What follows belongs to an exercise in optimizing a design on an open flow for small area; a production flow would make more cautious choices.
Where RTL was checked, it was by simulation tests only, not by an equivalence proof against the original.
Function not checked in run 4: the RTL went through the layout flow alone.
Power figures rest on the tool's default switching activity, not on a simulated workload.

==> design.v <==
`timescale 1ns / 1ps
module air_defense_top (
    input  wire         clk,
    input  wire         reset_n,
    input  wire [47:0]  data_in,
    input  wire         data_in_valid,
    output wire         in_ready,
    output wire [15:0]  x_curr,
    output wire [15:0]  y_curr,
    output wire [15:0]  z_curr,
    output wire [15:0]  x_pred,
    output wire [15:0]  y_pred,
    output wire [15:0]  z_pred,
    output wire         track_valid,
    input  wire         track_ready,
    output wire         target_moving,
    output wire         lock_active,
    output wire         fire_pulse
);
    reg         p_valid, p_pass;
    reg  [3:0]  pd_x, pd_y, pd_z;       
    reg         c_valid;
    reg  [3:0]  cd_x, cd_y, cd_z;       
    reg         a_valid;
    reg  [15:0] a_x, a_y, a_z;          
    reg  [2:0]  lock_cnt;               
    reg  [2:0]  st;                     
    reg  [15:0] tmo;
    reg         t_valid;
    reg  [15:0] t_x, t_y, t_z;          
    reg  [15:0] v_x, v_y, v_z;          
    reg  [15:0] q_x, q_y, q_z;          
    reg         win;                    
    reg         armed, fire;
    wire la = st[2];
    wire [15:0] cm_x = c_valid ? {{12{cd_x[3]}}, cd_x} : 16'd0;
    wire [15:0] cm_y = c_valid ? {{12{cd_y[3]}}, cd_y} : 16'd0;
    wire [15:0] cm_z = c_valid ? {{12{cd_z[3]}}, cd_z} : 16'd0;
    wire [15:0] cr_x = a_x + cm_x;
    wire [15:0] cr_y = a_y + cm_y;
    wire [15:0] cr_z = a_z + cm_z;
    wire [15:0] b_x = data_in[47:32];
    wire [15:0] b_y = data_in[31:16];
    wire [15:0] b_z = data_in[15:0];
    wire [15:0] g_x = b_x ^ (b_x >> 1);
    wire [15:0] g_y = b_y ^ (b_y >> 1);
    wire [15:0] g_z = b_z ^ (b_z >> 1);
    wire [16:0] e_x = {1'b0, g_x} - {1'b0, cr_x};
    wire [16:0] e_y = {1'b0, g_y} - {1'b0, cr_y};
    wire [16:0] e_z = {1'b0, g_z} - {1'b0, cr_z};
    function in4(input [16:0] e);
        in4 = (e[16:3] == 14'd0 && e[2:0] <= 3'd4) ||
              (e[16:3] == 14'h3fff && e[2:0] >= 3'd4);
    endfunction
    wire pass_now = in4(e_x) & in4(e_y) & in4(e_z);
    wire p_take = data_in_valid & ~p_valid;
    wire c_take = p_valid & ~c_valid;
    wire a_take = c_valid & ~a_valid;
    wire t_take = a_valid & ~t_valid & la;
    wire a_drop = a_valid & (~t_valid | ~la);
    assign in_ready = ~p_valid;
    wire near3 = (cd_x[2:0] != 3'b100) & (cd_y[2:0] != 3'b100) & (cd_z[2:0] != 3'b100);
    wire [16:0] d_x = {1'b0, a_x} - {1'b0, t_x};
    wire [16:0] d_y = {1'b0, a_y} - {1'b0, t_y};
    wire [16:0] d_z = {1'b0, a_z} - {1'b0, t_z};
    function in1(input [16:0] d);
        in1 = (d[16:1] == 16'd0) || (d == 17'h1ffff);
    endfunction
    assign target_moving = ~(in1(d_x) & in1(d_y) & in1(d_z));
    wire [16:0] s_x = {1'b0, a_x} + {1'b0, v_x};
    wire [16:0] s_y = {1'b0, a_y} + {1'b0, v_y};
    wire [16:0] s_z = {1'b0, a_z} + {1'b0, v_z};
    function winf(input [15:0] v, input c);
        winf = (~c & (v[15:2] == 14'd0)) | (c & (v[15:2] == 14'h3fff) & (v[1:0] != 2'd0));
    endfunction
    wire win_next = winf(v_x, s_x[16]) & winf(v_y, s_y[16]) & winf(v_z, s_z[16]);
    wire found   = lock_cnt[2];
    wire locked  = (st == 3'b011) | (st == 3'b100);
    wire timeout = (tmo[15] & tmo[14] & tmo[9] & tmo[8] & tmo[6] & tmo[4]);  
    reg [2:0] st_n;
    always @(*) begin
        case (st)
            3'b000:  st_n = found ? 3'b001 : 3'b000;
            3'b001:  st_n = found ? 3'b010 : 3'b000;
            3'b010:  st_n = found ? 3'b011 : 3'b000;
            3'b011:  st_n = 3'b100;
            3'b100:  st_n = timeout ? 3'b101 : 3'b100;
            default: st_n = 3'b000;
        endcase
    end
    wire fire_now = la & win & target_moving & ~armed;
    always @(posedge clk or negedge reset_n) begin
        if (!reset_n) begin
            p_valid  <= 1'b0;
            p_pass   <= 1'b0;
            pd_x     <= 4'd0;
            pd_y     <= 4'd0;
            pd_z     <= 4'd0;
            c_valid  <= 1'b0;
            cd_x     <= 4'd0;
            cd_y     <= 4'd0;
            cd_z     <= 4'd0;
            a_valid  <= 1'b0;
            a_x      <= 16'd0;
            a_y      <= 16'd0;
            a_z      <= 16'd0;
            lock_cnt <= 3'd0;
            st       <= 3'd0;
            tmo      <= 16'd0;
            t_valid  <= 1'b0;
            t_x      <= 16'd0;
            t_y      <= 16'd0;
            t_z      <= 16'd0;
            v_x      <= 16'd0;
            v_y      <= 16'd0;
            v_z      <= 16'd0;
            q_x      <= 16'd0;
            q_y      <= 16'd0;
            q_z      <= 16'd0;
            win      <= 1'b1;
            armed    <= 1'b0;
            fire     <= 1'b0;
        end else begin
            if (p_take) begin
                p_valid <= 1'b1;
                p_pass  <= pass_now;
                pd_x    <= e_x[3:0];
                pd_y    <= e_y[3:0];
                pd_z    <= e_z[3:0];
            end else if (c_take) begin
                p_valid <= 1'b0;
            end
            if (c_take) begin
                if (p_pass) begin
                    c_valid <= 1'b1;
                    cd_x    <= pd_x;
                    cd_y    <= pd_y;
                    cd_z    <= pd_z;
                end
            end else if (a_take) begin
                c_valid <= 1'b0;
            end
            if (a_take) begin
                a_valid <= 1'b1;
                a_x     <= cr_x;
                a_y     <= cr_y;
                a_z     <= cr_z;
                if (near3) begin
                    if (!lock_cnt[2]) lock_cnt <= lock_cnt + 3'd1;
                end else begin
                    lock_cnt <= 3'd0;
                end
            end else if (a_drop) begin
                a_valid <= 1'b0;
            end
            st  <= st_n;
            tmo <= (locked & ~a_valid) ? tmo + 16'd1 : 16'd0;
            if (t_take) begin
                t_valid <= 1'b1;
                t_x     <= a_x;
                t_y     <= a_y;
                t_z     <= a_z;
                v_x     <= d_x[15:0];
                v_y     <= d_y[15:0];
                v_z     <= d_z[15:0];
                q_x     <= s_x[15:0];
                q_y     <= s_y[15:0];
                q_z     <= s_z[15:0];
                win     <= win_next;
            end else if (t_valid && track_ready) begin
                t_valid <= 1'b0;
            end
            fire  <= fire_now;
            armed <= fire_now | (armed & win);
        end
    end
    assign lock_active = la;
    assign track_valid = t_valid;
    assign fire_pulse  = fire;
    assign x_curr = t_x;
    assign y_curr = t_y;
    assign z_curr = t_z;
    assign x_pred = q_x;
    assign y_pred = q_y;
    assign z_pred = q_z;
endmodule
==> config.mk <==
export PLATFORM = sky130hd
export DESIGN_NAME = air_defense_top
export DESIGN_NICKNAME = air_defense_top
export VERILOG_FILES = /design/flow/design.v
export SDC_FILE = /design/flow/constraint.sdc
export NUM_CORES = 4
export LEC_CHECK = 0
export ABC_AREA = 1
export CAP_MARGIN = 20
export CORE_MARGIN = 2
export CORE_UTILIZATION = 40
export SLEW_MARGIN = 20
==> constraint.sdc <==
create_clock -name core_clock -period 6.5 [get_ports {clk}]
set_input_delay 1.3000 -clock core_clock [delete_from_list [all_inputs] [get_ports {clk}]]
set_output_delay 1.3000 -clock core_clock [all_outputs]
set_load 0.01 [all_outputs]
==> run.sh <==
#!/bin/bash
# synth_recipe.tcl (not shown) runs the flow's synth.tcl, then flattens the netlist and writes it again
# the make line also repeats each setting of config.mk as NAME=value (left out here)
make -C /OpenROAD-flow-scripts/flow DESIGN_CONFIG=/design/flow/config.mk WORK_HOME=/design/flow/orfs CLKGATE_MAP_FILE= SYNTH_SCRIPT=/design/flow/synth_recipe.tcl finish
==> flow_metrics.tcl, run 1 <==
set metrics [dict create \
    min_period_ns 5.11 \
    hold_buffers 0 \
    cts_tree "done" \
    drcViolationCount 0 \
    grt_usage 0.234 \
    io_pins 153 \
    syn_area_um2 20900 \
    gp_congestion 0.897 \
    max_freq_mhz 196 \
    multi_input_area_um2 13000 \
    grt_overflow 0 \
    seq_power_share 0.394 \
    hp-class "register to register" \
    slowest_stage "clkdlybuf4s50_1" \
    area_growth_pct 16.0 \
    post-dp-hpwl_mm 49.9 \
    critical_path.max_stage_delay_ns 0.50 \
    cts_sinks 246 \
    row_count 83 \
    synth_nets 3382 \
    holdCritStartpoint "tmo[15]" \
    die_h_um 233 \
    report.final.slew_viol_count 0 \
    fin_crit_sh 0.786 \
    post-cts-setup-buffer-count 0 \
    critPathLaunch "a_z[0]" \
    skew_ns 0.0172 \
    cts_inserted_buffers 31 \
    layout.nets 3520 \
    critical_path_class "register to primary output" \
    wl_per_cell_um 15.8 \
    maxCapViolations 0 \
    cpLargestDelayFamily "simple AND/OR/NAND/NOR gates" \
    diodes 0 \
    htreeDepth 1 \
    crit_path_start_kind "register" \
    ant_nets 0 \
    layout.area.seq_um2 6160 \
    grt_pass1_vias 20100 \
    grt_max_degree 174 \
    antenna_found_initial 0 \
    power.share.clock 0.484 \
    insertion_delay_ns 0.60 \
    power_density_nw_per_um2 162 \
    final_cell_mix "nand2_1 (1032), inv_1 (414), dfrtp_1 (245)" \
    clock_path_buffers 3 \
    utilization 0.472 \
    synth_top_cell_by_area "dfrtp_1" \
    whs_path_depth 1 \
    crit_top_cell "nand2_1" \
    hold_viol 0 \
    irDropWorstVdd_mv 0.204 \
    dieArea_um2 54200 \
    synth_top_area_frac 0.293 \
    timing.slew.headroom 0.347 \
    internal-power_mw 2.90 \
    p_leak_nw 12.3 \
    routed_wl_mm 63.2 \
    end_kind "primary output" \
    swShare 0.264 \
    grt_pass1_wl_mm 102 \
    vias 20600 \
    p_sw_mw 1.04 \
    cp.depth 17 \
    final_common_cell "nand2_1" \
    rsz0062_at_grt "no" \
    setup_viol 0 \
    die_x_um 233 \
    synth_cell_types 50 \
    ff2ff_path_depth 24 \
    cp.arrival_ns 3.81 \
    path_buf_inv 3 \
    rr_startpoint "c_valid" \
    worstPathCellList "inv_1 > ha_1 > inv_1 > fa_1 > nand3_1 > nand2_1 > nand2_1 > nand2_1 > nand2_1 > nand2_1 > nand2_1 > nand2_1 > nor3_1 > nand3b_1 > nand2_1 > nand3_1 > clkdlybuf4s50_1" \
    synth_warnings 1 \
    post_cts_resized 0 \
    port_buffers 152 \
    status "complete, no violations" \
    clk_pin_slew_ns 0.06 \
    n_fill_cell 5364 \
    worst_ep_required_time_ns 5.20 \
    critPathMaxFanout 4 \
    firstDrtPassIters 5 \
    cts-root-buf "clkbuf_16" \
    core_area_um2 51500 \
    initial_utilization 0.407 \
    ys_ff_latch 246 \
    combPwrFrac 0.122 \
    via_per_inst 5.15 \
    avgSynthCellArea_um2 6.63 \
    whs_ns 0.465 \
    first_iter_violations 1282 \
    ys_seq_area_frac 0.294 \
    drive_gt1_frac 0.0343 \
    tns_ns 0 \
    synth_cells 3160 \
    synth_area_leaders "dfrtp_1 (29%), nand2_1 (18%), ha_1 (9.4%), inv_1 (7.4%), o21ai_0 (5.7%)" \
    worstMarginPinSlew_ns 0.979 \
]
-- state kept, by name (all words and copies together), names as in the netlist, 3 cells and up --
name      cells
v_y          16
t_y          16
a_y          16
st            3
cd_y          4
q_y          16
lock_cnt      3
q_x          16
a_z          16
pd_x          4
t_z          16
pd_y          4
cd_x          4
t_x          16
v_z          16
pd_z          4
cd_z          4
q_z          16
v_x          16
tmo          16
a_x          16
-- per-layer routing --
layer / track usage / wire length (um)
met1: 0.303 / 28400
met5: 0 / 0
met4: 0.0762 / 1970
met3: 0.0240 / 2640
met2: 0.408 / 30200
-- layout make-up --
type                       count  area share
sequential                   246       0.253
inverter                     423      0.0655
timing repair buffer         158      0.0654
multi-input combinational   2438       0.534
clock buffer                  41      0.0359
tap                          680      0.0350
clock inverter                16      0.0107
-- stage by stage --
step                      worst slack, ns  cell area, um2  total power [mW]  instances
final                                1.39           24300              3.94       4002
after global routing                0.953           24300              4.13       4002
after CTS                            1.36           24300              3.99       4002
after detailed placement             1.44           23200              2.06       3945
after floorplan                      2.80           20900              1.89       3160
after global placement               1.44           23200              2.06       3945
-- worst register-to-register path: cells and delay by family (launching register included) --
family | cells | cell delay [ns]
XOR/XNOR | 1 | 0.22
adder cells (fa/ha/maj) | 1 | 0.36
AO/OA/AOI/OAI | 5 | 1.36
AND/OR/NAND/NOR | 14 | 1.84
buffers and inverters | 3 | 0.43
flip-flops | 1 | 0.72
-- synth_stat cells (all sizes together) --
cell / instances
nand2: 1037
inv: 422
o21ai: 262
dfrtp: 245
nor2: 232
nand3: 224
ha: 158
a21oi: 143
xor2: 105
nand4: 57
clkbuf: 45
nor3: 41
xnor2: 33
nand3b: 27
or2: 15
nor4: 14
fa: 12
a31oi: 10
o21bai: 10
a211oi: 9
buf: 8
mux2: 6
a21boi: 5
and2: 5
o31ai: 5
a21o: 4
a41oi: 4
o211ai: 4
a31o: 3
nor3b: 3
o41ai: 3
and3: 2
o21a: 2
o221ai: 2
a22oi: 1
clkinv: 1
dfstp: 1
-- final timing paths --
check,endpoint,slack [ns]
worst max-delay path,target_moving,1.39
worst min-delay path,tmo[15],0.47
worst max register to register,p_pass,1.50
worst min register to register,tmo[15],0.47
max in group asynchronous,t_y[13],4.41
min in group asynchronous,a_x[8],0.66
-- kinds of logic (layout without fill, tap and decap cells) --
group / count (synthesis) / after routing / synth area share
simple gates: 1657 / 1657 / 0.331
buf+inv: 476 / 638 / 0.0871
compound gates: 467 / 467 / 0.121
flops: 246 / 246 / 0.294
fa+ha+maj: 170 / 170 / 0.106
xor+xnor: 138 / 138 / 0.0588
mux: 6 / 6 / 0.00323
-- power by group through the flow --
stage               clock (mW)  sequential, mW  combinational (mW)
floorplan                    0            1.58               0.313
global placement             0            1.58               0.477
detailed placement           0            1.58               0.481
CTS                       1.95            1.55               0.484
global route              2.02            1.55               0.553
finish                    1.91            1.55               0.479
==> run 2, diff against run 1 <==
--- a/config.mk
+++ b/config.mk
@@ -7,3 +7,2 @@
 export LEC_CHECK = 0
-export ABC_AREA = 1
 export CAP_MARGIN = 20
==> run 2 against run 1 <==
Compared with the run above:
- still clean on timing, DRC and antenna
- sequential power is essentially flat
- flip-flop and latch count unchanged
- core utilization barely moved
- fmax decreased by 16%
- largest cell class unchanged
==> flow_metrics.tcl, run 2 <==
set metrics [dict create \
    status "complete, no violations" \
    synth_top_area_frac 0.327 \
    first_iter_violations 944 \
    synth_edf_count 0 \
    die_x_um 221 \
    critPathMaxFanout 3 \
    clk_pin_slew_ns 0.06 \
    end_kind "primary output" \
    vias 15900 \
    report.final.slew_viol_count 0 \
    critPathLaunch "a_y[0]" \
    ys_ff_latch 246 \
    critical_path_class "register to primary output" \
    cts_inserted_buffers 29 \
    path_buf_inv 3 \
    gp_congestion 0.881 \
    row_count 79 \
    dieArea_um2 48700 \
    worstPathCellList "inv_1 > ha_1 > inv_1 > fa_1 > a21o_1 > a21oi_1 > xnor2_2 > nand4_1 > or4_1 > or4_1 > or4_1 > or4_1 > a22oi_2 > nand2_1 > dlymetal6s2s_1" \
    grt_usage 0.205 \
    grt_overflow 0 \
    hold_viol 0 \
    insertion_delay_ns 0.56 \
    firstDrtPassIters 5 \
    max_freq_mhz 164 \
    final_common_cell "dfrtp_1" \
    seq_power_share 0.423 \
    combPwrFrac 0.112 \
    timing.slew.headroom 0.399 \
    cts_tree "done" \
    min_period_ns 6.11 \
    drive_gt1_frac 0.0704 \
    holdCritStartpoint "q_y[2]" \
    port_buffers 152 \
    io_pins 153 \
    htreeDepth 1 \
    rsz0062_at_grt "no" \
    cp.arrival_ns 4.81 \
    hp-class "register to register" \
    worst_ep_required_time_ns 5.20 \
    post-cts-setup-buffer-count 0 \
    die_h_um 221 \
    synth_warnings 1 \
    ys_top_cells_by_count "dfrtp_1 (245), nand2_1 (230), o21ai_0 (192)" \
    diodes 0 \
    synth_cells 2127 \
    internal-power_mw 2.75 \
    synth_cell_types 81 \
    slowest_stage "or4_1" \
    power.share.clock 0.465 \
    synth_nets 2349 \
    synth-async-reset-ratio 1.00 \
    post-dp-hpwl_mm 39.3 \
    antenna_found_initial 0 \
    setup_viol 0 \
    cpLargestDelayFamily "simple AND/OR/NAND/NOR gates" \
    cts_sinks 246 \
    placed_area_um2 20900 \
    n_fill_cell 4478 \
    p_sw_mw 0.921 \
    syn_area_um2 18800 \
    initial_utilization 0.404 \
    postLayoutCellArea_um2 21900 \
    final_cell_mix "dfrtp_1 (245), nand2_1 (230), o21ai_0 (192)" \
    clock_path_buffers 3 \
    grt_max_degree 139 \
    ant_nets 0 \
    avgSynthCellArea_um2 8.82 \
    area_growth_pct 16.9 \
    p_leak_nw 9.63 \
    synth_area_leaders "dfrtp_1 (33%), ha_1 (11%), xor2_1 (5.3%), o21ai_0 (5.1%), xnor2_1 (4.9%)" \
    tns_ns 0 \
    hold_buffers 0 \
    skew_ns 0.00914 \
    grt_pass1_wl_mm 79.6 \
    grt_pass1_vias 14800 \
    via_per_inst 5.51 \
    wl_per_cell_um 17.6 \
    crit_path_start_kind "register" \
    synth_top_cell_by_area "dfrtp_1" \
    maxCapViolations 0 \
    fin_crit_sh 0.941 \
    routed_wl_mm 50.6 \
    ys_seq_area_frac 0.328 \
    rr_startpoint "c_valid" \
    swShare 0.251 \
    worstMarginPinSlew_ns 0.902 \
    power_density_nw_per_um2 168 \
    irDropWorstVdd_mv 0.217 \
    synth_most_common_cell "dfrtp_1" \
    drcViolationCount 0 \
    core_area_um2 46500 \
    cts-root-buf "clkbuf_16" \
    layout.nets 2474 \
    crit_top_cell "or4_1" \
    critical_path.max_stage_delay_ns 0.53 \
    design_power_total_mw 3.67 \
    ys.flop_type "dfrtp_1" \
]
run 2: changes by cell type in the layout (fill, tap and decap cells not counted), moves of 27 or more:
| cell | before | now |
|---|---|---|
| nand2_1 | 1032 | 230 |
| inv_1 | 414 | 96 |
| nand3_1 | 223 | 46 |
| nor2_1 | 230 | 114 |
| xnor2_1 | 32 | 105 |
| mux2_2 | 6 | 65 |
| o21ai_0 | 240 | 192 |
| a21oi_1 | 142 | 100 |
| a21o_1 | 4 | 41 |
| nor2b_1 | 0 | 27 |
run 2: metrics by stage:
step	std cells	utilization	hold WS, ns	worst slack [ns]
after global routing	2881	0.472	0.494	0.174
after CTS	2881	0.472	0.485	0.0295
after global placement	2828	0.451	0.462	0.699
after detailed placement	2828	0.451	0.471	0.639
final	2881	0.472	0.475	0.386
after floorplan	2127	-	0.446	1.40
run 2: layer usage:
metal / vias to the layer above / wire, um / GRT usage
li1: 7999 / - / -
met5: - / 0 / 0
met4: 0 / 772 / 0.0416
met1: 7510 / 25400 / 0.307
met2: 321 / 22200 / 0.320
met3: 45 / 2240 / 0.0208
run 2: final cells by class:
| class | instances | area [um2] | share of cell area |
|---|---|---|---|
| Multi-Input combinational cell | 1708 | 12000 | 0.546 |
| Sequential cell | 246 | 6160 | 0.281 |
| Timing Repair Buffer | 170 | 1680 | 0.0764 |
| Tap cell | 607 | 759 | 0.0346 |
| Clock buffer | 35 | 758 | 0.0346 |
| Inverter | 97 | 364 | 0.0166 |
| Clock inverter | 18 | 241 | 0.0110 |
run 2: kinds of logic after synthesis:
logic type,count (synthesis),share of synthesized area
xor gates and xnor gates,221,0.104
buffers and inverters,173,0.0347
muxes,74,0.0438
adders and majority gates,170,0.118
and+or+nand+nor,702,0.189
AOI/OAI and AO/OA,541,0.182
DFF,246,0.328
run 2: final timing paths:
path / to / slack (ns) / depth (start not counted)
hold reg to reg: q_y[2] / 0.47 / 2
max in group asynchronous: q_z[9] / 4.43 / 2
hold / removal: q_y[2] / 0.47 / 2
min in group asynchronous: a_y[8] / 0.82 / 1
setup / recovery: target_moving / 0.39 / 15
setup reg to reg: p_pass / 0.79 / 25
run 2: tightest hold or removal path: cells and delay by family, from the launching register on:
| kind | cells | cell delay, ns |
|---|---|---|
| DFF | 1 | 0.34 |
| AOI/OAI and AO/OA | 1 | 0.06 |
| and+or+nand+nor | 1 | 0.05 |
run 2: repair_timing:
| action | CTS | global route |
|---|---|---|
| endpoints found under the setup margin | 0 | 1 |
| endpoints found under the hold margin | 0 | 0 |
| resized for setup | 0 | 1 |
run 2: power by group through the flow:
stage | combinational [mW] | clock (mW) | sequential [mW]
after floorplan | 0.272 | 0 | 1.58
after global placement | 0.402 | 0 | 1.58
after detailed placement | 0.411 | 0 | 1.58
after CTS | 0.413 | 1.75 | 1.55
after global routing | 0.462 | 1.82 | 1.56
final | 0.410 | 1.71 | 1.55
==> run 3, diff against run 2 <==
--- a/config.mk
+++ b/config.mk
@@ -7,5 +7,8 @@
 export LEC_CHECK = 0
+export ABC_AREA = 1
 export CAP_MARGIN = 20
 export CORE_MARGIN = 2
-export CORE_UTILIZATION = 40
+export CORE_UTILIZATION = 70
+export CTS_BUF_LIST = sky130_fd_sc_hd__clkbuf_4 sky130_fd_sc_hd__clkbuf_8
+export PLACE_DENSITY = 0.8
 export SLEW_MARGIN = 20
==> run 3 against run 2 <==
Compared with the run above:
- fmax up 17%
- still clean
- area after synthesis up 12%
- count of clock-buffer cells in the layout up 22
- flip-flop and latch count unchanged
- sequential share of layout area down 2.1 points
- wire length up 25%
- register-to-register slack better by 0.49 ns
- cell count up 30%
- hold slack better by 0.0034 ns
- largest power group unchanged
- global-route usage up 20 points
==> flow_metrics.tcl, run 3 <==
set metrics [dict create \
    status "complete, no violations" \
    grt_busiest_layer "met2" \
    grt_overflow 0 \
    ys_top_cells_by_count "nand2_1 (1032), inv_1 (414), dfrtp_1 (245)" \
    fin_crit_sh 0.802 \
    drive_gt1_frac 0.0419 \
    syn_area_um2 20900 \
    diodes 0 \
    synth_most_common_cell "nand2_1" \
    timing.slew.headroom 0.315 \
    layout.nets 3533 \
    via_per_inst 5.97 \
    power_density_nw_per_um2 152 \
    grtUsageMet3 0.0724 \
    hold_buffers 0 \
    clock_path_buffers 3 \
    gr-usage-met2 0.648 \
    avgSynthCellArea_um2 6.63 \
    cts_sinks 246 \
    grt_usage 0.405 \
    hp-class "register to register" \
    cts-root-buf "clkbuf_8" \
    worstMarginPinSlew_ns 1.03 \
    firstDrtPassIters 8 \
    antenna_found_initial 0 \
    synth-async-reset-ratio 1.00 \
    synth_area_leaders "dfrtp_1 (29%), nand2_1 (18%), ha_1 (9.4%), inv_1 (7.4%), o21ai_0 (5.7%)" \
    htreeDepth 2 \
    area_growth_pct 13.4 \
    synth_fa_ha_area_frac 0.106 \
    die_x_um 177 \
    p_leak_nw 12.3 \
    port_buffers 152 \
    core_area_um2 29600 \
    skew_ns 0.0460 \
    dieArea_um2 31300 \
    initial_utilization 0.709 \
    clk_pin_slew_ns 0.07 \
    ant_nets 0 \
    cts_tree "done" \
    cp.arrival_ns 5.69 \
    routed_wl_mm 63.3 \
    ys.flop_type "dfrtp_1" \
    ys_ff_latch 246 \
    io_pins 153 \
    critical_path_class "register to register" \
    gp_congestion 1.00 \
    crit_path_start_kind "register" \
    fin_cells 3734 \
    critPathMaxFanout 16 \
    synth-xor-area-share 0.0588 \
    design_power_total_mw 3.62 \
    insertion_delay_ns 0.58 \
    placedCellCount 3654 \
    rsz0062_at_grt "no" \
    synth_top_area_frac 0.293 \
    post_cts_resized 0 \
    synth_top_cell_by_area "dfrtp_1" \
    synth_nets 3382 \
    row_count 63 \
    final_common_cell "nand2_1" \
    postLayoutCellArea_um2 23800 \
    tns_ns 0 \
    pre_cts_ws_ns 1.50 \
    grt_pass1_vias 21200 \
    maxCapViolations 0 \
    cts_inserted_buffers 44 \
    grt_max_degree 127 \
    final_cell_mix "nand2_1 (1032), inv_1 (414), dfrtp_1 (245)" \
    synth_cells 3160 \
    post-dp-hpwl_mm 47.2 \
    layout_setup_ws_ns 1.28 \
    post-cts-setup-buffer-count 0 \
    use_met1 0.524 \
    ys_seq_area_frac 0.294 \
    first_iter_violations 2409 \
    synth_warnings 1 \
    irDropWorstVdd_mv 0.167 \
    worst_ep_required_time_ns 6.98 \
    synth_top_family_by_area "simple AND/OR/NAND/NOR gates" \
    end_kind "register" \
    synth_simple_gate_area_frac 0.331 \
    synth_compound_area_frac 0.121 \
    wl_per_cell_um 16.9 \
    n_fill_cell 2157 \
    placed_area_um2 22800 \
    max_freq_mhz 192 \
    hold_viol 0 \
    vias 22300 \
    drcViolationCount 0 \
    min_period_ns 5.22 \
    synth_cell_types 50 \
    grt_pass1_wl_mm 102 \
    synth_edf_count 0 \
    report.final.slew_viol_count 0 \
    synth.mux.area_fraction 0.00323 \
    setup_viol 0 \
    die_h_um 177 \
]
==> run 3: changes by cell type in the layout (fill, tap and decap cells not counted), moves of 37 or more <==
cell      delta
nand2_1    +802
nor2_1     +116
o21ai_0     +48
inv_1      +318
xnor2_1     -73
a21oi_1     +42
clkbuf_8    +49
nand3_1    +177
a21o_1      -37
mux2_2      -59
==> run 3: critical path, stage by stage, from the launching register on <==
cell      delay, ns
dfrtp_1        0.80
nand2_2        0.45
inv_2          0.30
nand2_1        0.13
nand2_1        0.17
o21bai_1       0.14
a21boi_2       0.26
nor2_1         0.07
a21oi_1        0.18
xor2_1         0.20
inv_1          0.08
ha_1           0.39
nand2_1        0.15
inv_1          0.05
a21oi_1        0.29
nor2_1         0.09
nor2_1         0.17
nand3_1        0.10
nand2_1        0.07
nand2_1        0.05
nor2_1         0.08
nand2_1        0.07
a21oi_1        0.54
nand3_1        0.15
nand2_1        0.09
==> run 3: layout make-up <==
| type | count | area (um2) | area share |
|---|---|---|---|
| multi-input cells | 2438 | 13000 | 0.546 |
| inverters | 423 | 1590 | 0.0670 |
| well taps | 390 | 488 | 0.0205 |
| flip-flops and latches | 246 | 6160 | 0.259 |
| clock buffers | 57 | 741 | 0.0312 |
| clock inverters | 22 | 196 | 0.00827 |
| repair buffers | 158 | 1600 | 0.0675 |
==> run 3: layer usage <==
layer,share of wire,vias to the layer above
li1,-,10600
met1,0.40,10200
met2,0.45,1205
met3,0.097,276
met4,0.054,0
met5,0,-
==> run 3: kinds of logic after synthesis <==
family	after synthesis
AND/OR/NAND/NOR	1657
buffers and inverters	476
AO/OA/AOI/OAI	467
flip-flops	246
adder cells (fa/ha/maj)	170
XOR/XNOR	138
multiplexers	6
==> run 3: path summary, 6_finish.rpt <==
| check | cells after the start | slack, ns | startpoint | endpoint |
|---|---|---|---|---|
| hold / removal | 1 | 0.48 | tmo[15] | tmo[15] |
| min in group asynchronous | 1 | 0.77 | reset_n | t_x[11] |
| hold reg to reg | 1 | 0.48 | tmo[15] | tmo[15] |
| setup reg to reg | 24 | 1.28 | c_valid | p_pass |
| setup / recovery | 24 | 1.28 | c_valid | p_pass |
| max in group asynchronous | 2 | 4.49 | reset_n | cd_y[0] |
==> run 3: where the power goes <==
part	internal (mW)	total [mW]	switching, mW	leakage (nW)
Combinational	0.173	0.483	0.310	8.35
Clock	0.873	1.58	0.708	0.503
Sequential	1.55	1.55	0.00683	3.41
Total	2.59	3.62	1.02	12.3
==> run 3: stage by stage <==
step | util | hold slack (ns)
2_1_floorplan | - | 0.433
3_3_place_gp | 0.771 | 0.456
3_5_place_dp | 0.771 | 0.464
4_1_cts | 0.803 | 0.474
5_1_grt | 0.804 | 0.504
6_report | 0.804 | 0.478
==> run 4, diff against run 3 <==
--- a/design.v
+++ b/design.v
@@ -35,2 +35,14 @@
     wire la = st[2];
+    function [16:0] radd(input [15:0] a, input [15:0] b, input ci);
+        integer i;
+        reg c;
+        begin
+            c = ci;
+            for (i = 0; i < 16; i = i + 1) begin
+                radd[i] = a[i] ^ b[i] ^ c;
+                c = (a[i] & b[i]) | (c & (a[i] ^ b[i]));
+            end
+            radd[16] = c;
+        end
+    endfunction
     wire [15:0] cm_x = c_valid ? {{12{cd_x[3]}}, cd_x} : 16'd0;
@@ -38,5 +50,5 @@
     wire [15:0] cm_z = c_valid ? {{12{cd_z[3]}}, cd_z} : 16'd0;
-    wire [15:0] cr_x = a_x + cm_x;
-    wire [15:0] cr_y = a_y + cm_y;
-    wire [15:0] cr_z = a_z + cm_z;
+    wire [15:0] cr_x = radd(a_x, cm_x, 1'b0);
+    wire [15:0] cr_y = radd(a_y, cm_y, 1'b0);
+    wire [15:0] cr_z = radd(a_z, cm_z, 1'b0);
     wire [15:0] b_x = data_in[47:32];
@@ -47,5 +59,8 @@
     wire [15:0] g_z = b_z ^ (b_z >> 1);
-    wire [16:0] e_x = {1'b0, g_x} - {1'b0, cr_x};
-    wire [16:0] e_y = {1'b0, g_y} - {1'b0, cr_y};
-    wire [16:0] e_z = {1'b0, g_z} - {1'b0, cr_z};
+    wire [16:0] e_x_c = radd(g_x, ~cr_x, 1'b1);
+    wire [16:0] e_x = {~e_x_c[16], e_x_c[15:0]};
+    wire [16:0] e_y_c = radd(g_y, ~cr_y, 1'b1);
+    wire [16:0] e_y = {~e_y_c[16], e_y_c[15:0]};
+    wire [16:0] e_z_c = radd(g_z, ~cr_z, 1'b1);
+    wire [16:0] e_z = {~e_z_c[16], e_z_c[15:0]};
     function in4(input [16:0] e);
@@ -62,5 +77,8 @@
     wire near3 = (cd_x[2:0] != 3'b100) & (cd_y[2:0] != 3'b100) & (cd_z[2:0] != 3'b100);
-    wire [16:0] d_x = {1'b0, a_x} - {1'b0, t_x};
-    wire [16:0] d_y = {1'b0, a_y} - {1'b0, t_y};
-    wire [16:0] d_z = {1'b0, a_z} - {1'b0, t_z};
+    wire [16:0] d_x_c = radd(a_x, ~t_x, 1'b1);
+    wire [16:0] d_x = {~d_x_c[16], d_x_c[15:0]};
+    wire [16:0] d_y_c = radd(a_y, ~t_y, 1'b1);
+    wire [16:0] d_y = {~d_y_c[16], d_y_c[15:0]};
+    wire [16:0] d_z_c = radd(a_z, ~t_z, 1'b1);
+    wire [16:0] d_z = {~d_z_c[16], d_z_c[15:0]};
     function in1(input [16:0] d);
@@ -69,5 +87,5 @@
     assign target_moving = ~(in1(d_x) & in1(d_y) & in1(d_z));
-    wire [16:0] s_x = {1'b0, a_x} + {1'b0, v_x};
-    wire [16:0] s_y = {1'b0, a_y} + {1'b0, v_y};
-    wire [16:0] s_z = {1'b0, a_z} + {1'b0, v_z};
+    wire [16:0] s_x = radd(a_x, v_x, 1'b0);
+    wire [16:0] s_y = radd(a_y, v_y, 1'b0);
+    wire [16:0] s_z = radd(a_z, v_z, 1'b0);
     function winf(input [15:0] v, input c);
@@ -78,3 +96,4 @@
     wire locked  = (st == 3'b011) | (st == 3'b100);
-    wire timeout = (tmo[15] & tmo[14] & tmo[9] & tmo[8] & tmo[6] & tmo[4]);  
+    wire timeout = (tmo == 16'h290f);
+    wire [15:0] tmo_step = {tmo[14:0], ~(tmo[15] ^ tmo[14] ^ tmo[12] ^ tmo[3])};
     reg [2:0] st_n;
@@ -156,3 +175,3 @@
             st  <= st_n;
-            tmo <= (locked & ~a_valid) ? tmo + 16'd1 : 16'd0;
+            tmo <= (locked & ~a_valid) ? tmo_step : 16'd0;
             if (t_take) begin
--- a/config.mk
+++ b/config.mk
@@ -7,8 +7,5 @@
 export LEC_CHECK = 0
-export ABC_AREA = 1
 export CAP_MARGIN = 20
 export CORE_MARGIN = 2
-export CORE_UTILIZATION = 70
-export CTS_BUF_LIST = sky130_fd_sc_hd__clkbuf_4 sky130_fd_sc_hd__clkbuf_8
-export PLACE_DENSITY = 0.8
+export CORE_UTILIZATION = 40
 export SLEW_MARGIN = 20
==> run 4 against run 3 <==
Compared with the run above:
- the layout now fails its checks (negative setup slack)
- cell count shrank 48%
- wire length shrank 44%
- sequential power is essentially flat
- critical path type is now register to primary output
- critical endpoint is now target_moving
- largest power group is now registers
==> flow_metrics.tcl, run 4 <==
set metrics [dict create \
    check.faults "negative setup slack" \
    whs_ns 0.475 \
    irDropWorstVdd_mv 0.201 \
    utilization 0.538 \
    first_iter_violations 441 \
    io_pins 153 \
    hp-class "register to register" \
    cp.arrival_ns 7.66 \
    die_x_um 192 \
    post-dp-hpwl_mm 27.4 \
    synth_cell_types 44 \
    worst_ep_required_time_ns 5.20 \
    pre_cts_ws_ns -2.64 \
    ys.flop_type "dfrtp_1" \
    grt_overflow 0 \
    critical_path_class "register to primary output" \
    worstMarginPinSlew_ns 0.924 \
    max_freq_mhz 112 \
    grt_pass1_wl_mm 57.6 \
    tns_ns -7.67 \
    synth_top_cell_by_area "dfrtp_1" \
    gp_congestion 0.878 \
    die_h_um 192 \
    synth_warnings 1 \
    area_growth_pct 32.0 \
    final_common_cell "dfrtp_1" \
    via_per_inst 4.91 \
    synth_top_area_frac 0.434 \
    layout_setup_ws_ns -2.46 \
    row_count 68 \
    grt_usage 0.203 \
    synth_nets 1431 \
    timing.slew.headroom 0.384 \
    status "failed layout checks" \
    ys_ff_latch 246 \
    ant_nets 0 \
    setup_viol 7 \
    crit_top_cell "fa_2" \
    skew_ns 0.00770 \
    port_buffers 152 \
    hold_viol 0 \
    vias 9588 \
    clock_path_buffers 3 \
    synth_cells 1188 \
    fin_crit_sh 1.38 \
    synth-async-reset-ratio 1.00 \
    drcViolationCount 0 \
    layout.nets 1721 \
    hold_buffers 0 \
    drive_gt1_frac 0.309 \
    core_area_um2 34700 \
    critPathMaxFanout 3 \
    cts_sinks 246 \
    clk_pin_slew_ns 0.06 \
    grt_max_degree 96 \
    worstPathCellList "ha_4 > fa_2 > fa_2 > fa_2 > fa_2 > fa_2 > fa_2 > fa_2 > fa_2 > fa_2 > fa_2 > fa_2 > fa_2 > fa_2 > inv_2 > fa_1 > inv_1 > fa_1 > nor4_1 > nand4_1 > o41ai_4 > buf_4 > nand3_2 > buf_2" \
    final_cell_mix "dfrtp_1 (245), nand2_1 (178), clkdlybuf4s50_1 (147), buf_4 (147), fa_2 (146)" \
    firstDrtPassIters 4 \
    fin_cells 1952 \
    report.final.slew_viol_count 0 \
    rsz0062_at_grt "yes" \
    synth_most_common_cell "dfrtp_1" \
    antenna_found_initial 0 \
    insertion_delay_ns 0.54 \
    ys_seq_area_frac 0.435 \
    wl_per_cell_um 18.1 \
    design_power_total_mw 3.26 \
    critical_path.max_stage_delay_ns 0.47 \
    synth_edf_count 0 \
    slowest_stage "fa_1" \
    postLayoutCellArea_um2 18700 \
    crit_path_start_kind "register" \
    placedCellCount 1892 \
    dieArea_um2 36900 \
    htreeDepth 1 \
    grt_pass1_vias 10600 \
    min_period_ns 8.96 \
    diodes 0 \
    cts_tree "done" \
    end_kind "primary output" \
    cts_inserted_buffers 29 \
    syn_area_um2 14100 \
    ys_top_cells_by_count "dfrtp_1 (245), nand2_1 (178), fa_1 (177)" \
    power_density_nw_per_um2 175 \
    synth_area_leaders "dfrtp_1 (43%), fa_1 (25%), mux2_2 (5.5%), o21ai_0 (5.2%), nand2_1 (4.7%)" \
    maxCapViolations 0 \
    p_leak_nw 8.18 \
    initial_utilization 0.407 \
    avgSynthCellArea_um2 11.9 \
    routed_wl_mm 35.4 \
    placed_area_um2 17400 \
    cts-root-buf "clkbuf_16" \
]
==> run 4: worst paths after layout <==
path	start	to	slack [ns]	cells past startpoint
min in group asynchronous	reset_n	q_x[13]	0.77	1
worst max register to register	a_x[0]	p_pass	-1.78	27
worst max-delay path	t_x[0]	target_moving	-2.46	24
max in group asynchronous	reset_n	t_y[4]	4.47	2
worst min register to register	a_x[1]	a_x[1]	0.47	2
worst min-delay path	a_x[1]	a_x[1]	0.47	2
==> run 4: worst max-delay path: cells and delay by family (launching register included) <==
family,cells,cell delay [ns]
adders and majority gates,16,5.33
DFF,1,0.41
buffers and inverters,4,0.49
AOI/OAI and AO/OA,1,0.37
and+or+nand+nor,3,0.52
==> run 4: layer usage <==
layer  GRT usage  part of all wire  vias up
met5           0                 0        -
met4      0.0508             0.024        0
met3      0.0301             0.036       45
met2       0.344              0.49      171
met1       0.276              0.45     4860
li1            -                 -     4512
==> run 4: what timing repair did <==
item | 4_1_cts | 5_1_grt
buffers inserted | 8 | 4
pin swaps | 42 | 82
gates resized for setup | 69 | 68
endpoints found under the setup margin | 12 | 12
cloned | 0 | 0
==> run 4: area by class of cell <==
type	instances	area (um2)
fill	3025	16000
multi-input combinational	789	7990
sequential	246	6160
timing repair buffer	302	2660
clock buffer	45	856
tap	455	569
inverter	110	413
clock inverter	5	27.5
==> run 4: power breakdown <==
group / leakage (nW) / internal [mW] / total [mW] / switching [mW]
sequential: 3.41 / 1.55 / 1.55 / 0.00636
clock: 0.434 / 0.893 / 1.52 / 0.623
combinational: 4.34 / 0.0888 / 0.191 / 0.103
total: 8.18 / 2.53 / 3.26 / 0.732
==> run 4: cells by family after synthesis <==
logic type	share of synthesized area
mux	0.0557
fa+ha+maj	0.263
flops	0.435
xor+xnor	0.0334
compound gates	0.0615
buf+inv	0.0415
simple gates	0.109

## static timing again, ports no longer ideal
How much do the figures lean on ideal ports? The routed layouts below were timed once more, with nothing changed but the port constraints.
Step 1, drivers: a clkbuf_16 drives clk and a buf_2 each remaining input, both assumed.
Step 2 times the ports against the registers' clock, not the clock port: input delays grow and output delays shrink by t, the midpoint of the rising clock arrivals with the driver on.
Three values: ideal ports, drivers, drivers and shift; two values: the first two.
run | shift t [ns] | setup slack, ns | clock arrival spread, ns | pins driven straight from the clock port
run 1 | 0.649 | 1.389 / 1.333 / 1.502 | 0.017 / 0.018 | 1
run 2 | 0.611 | 0.386 / 0.332 / 0.794 | 0.009 / 0.010 | 1
run 3 | 0.607 | 1.284 / 1.284 / 1.284 | 0.051 / 0.051 | 1
run 4 | 0.583 | -2.456 / -2.505 / -2.223 | 0.009 / 0.009 | 1
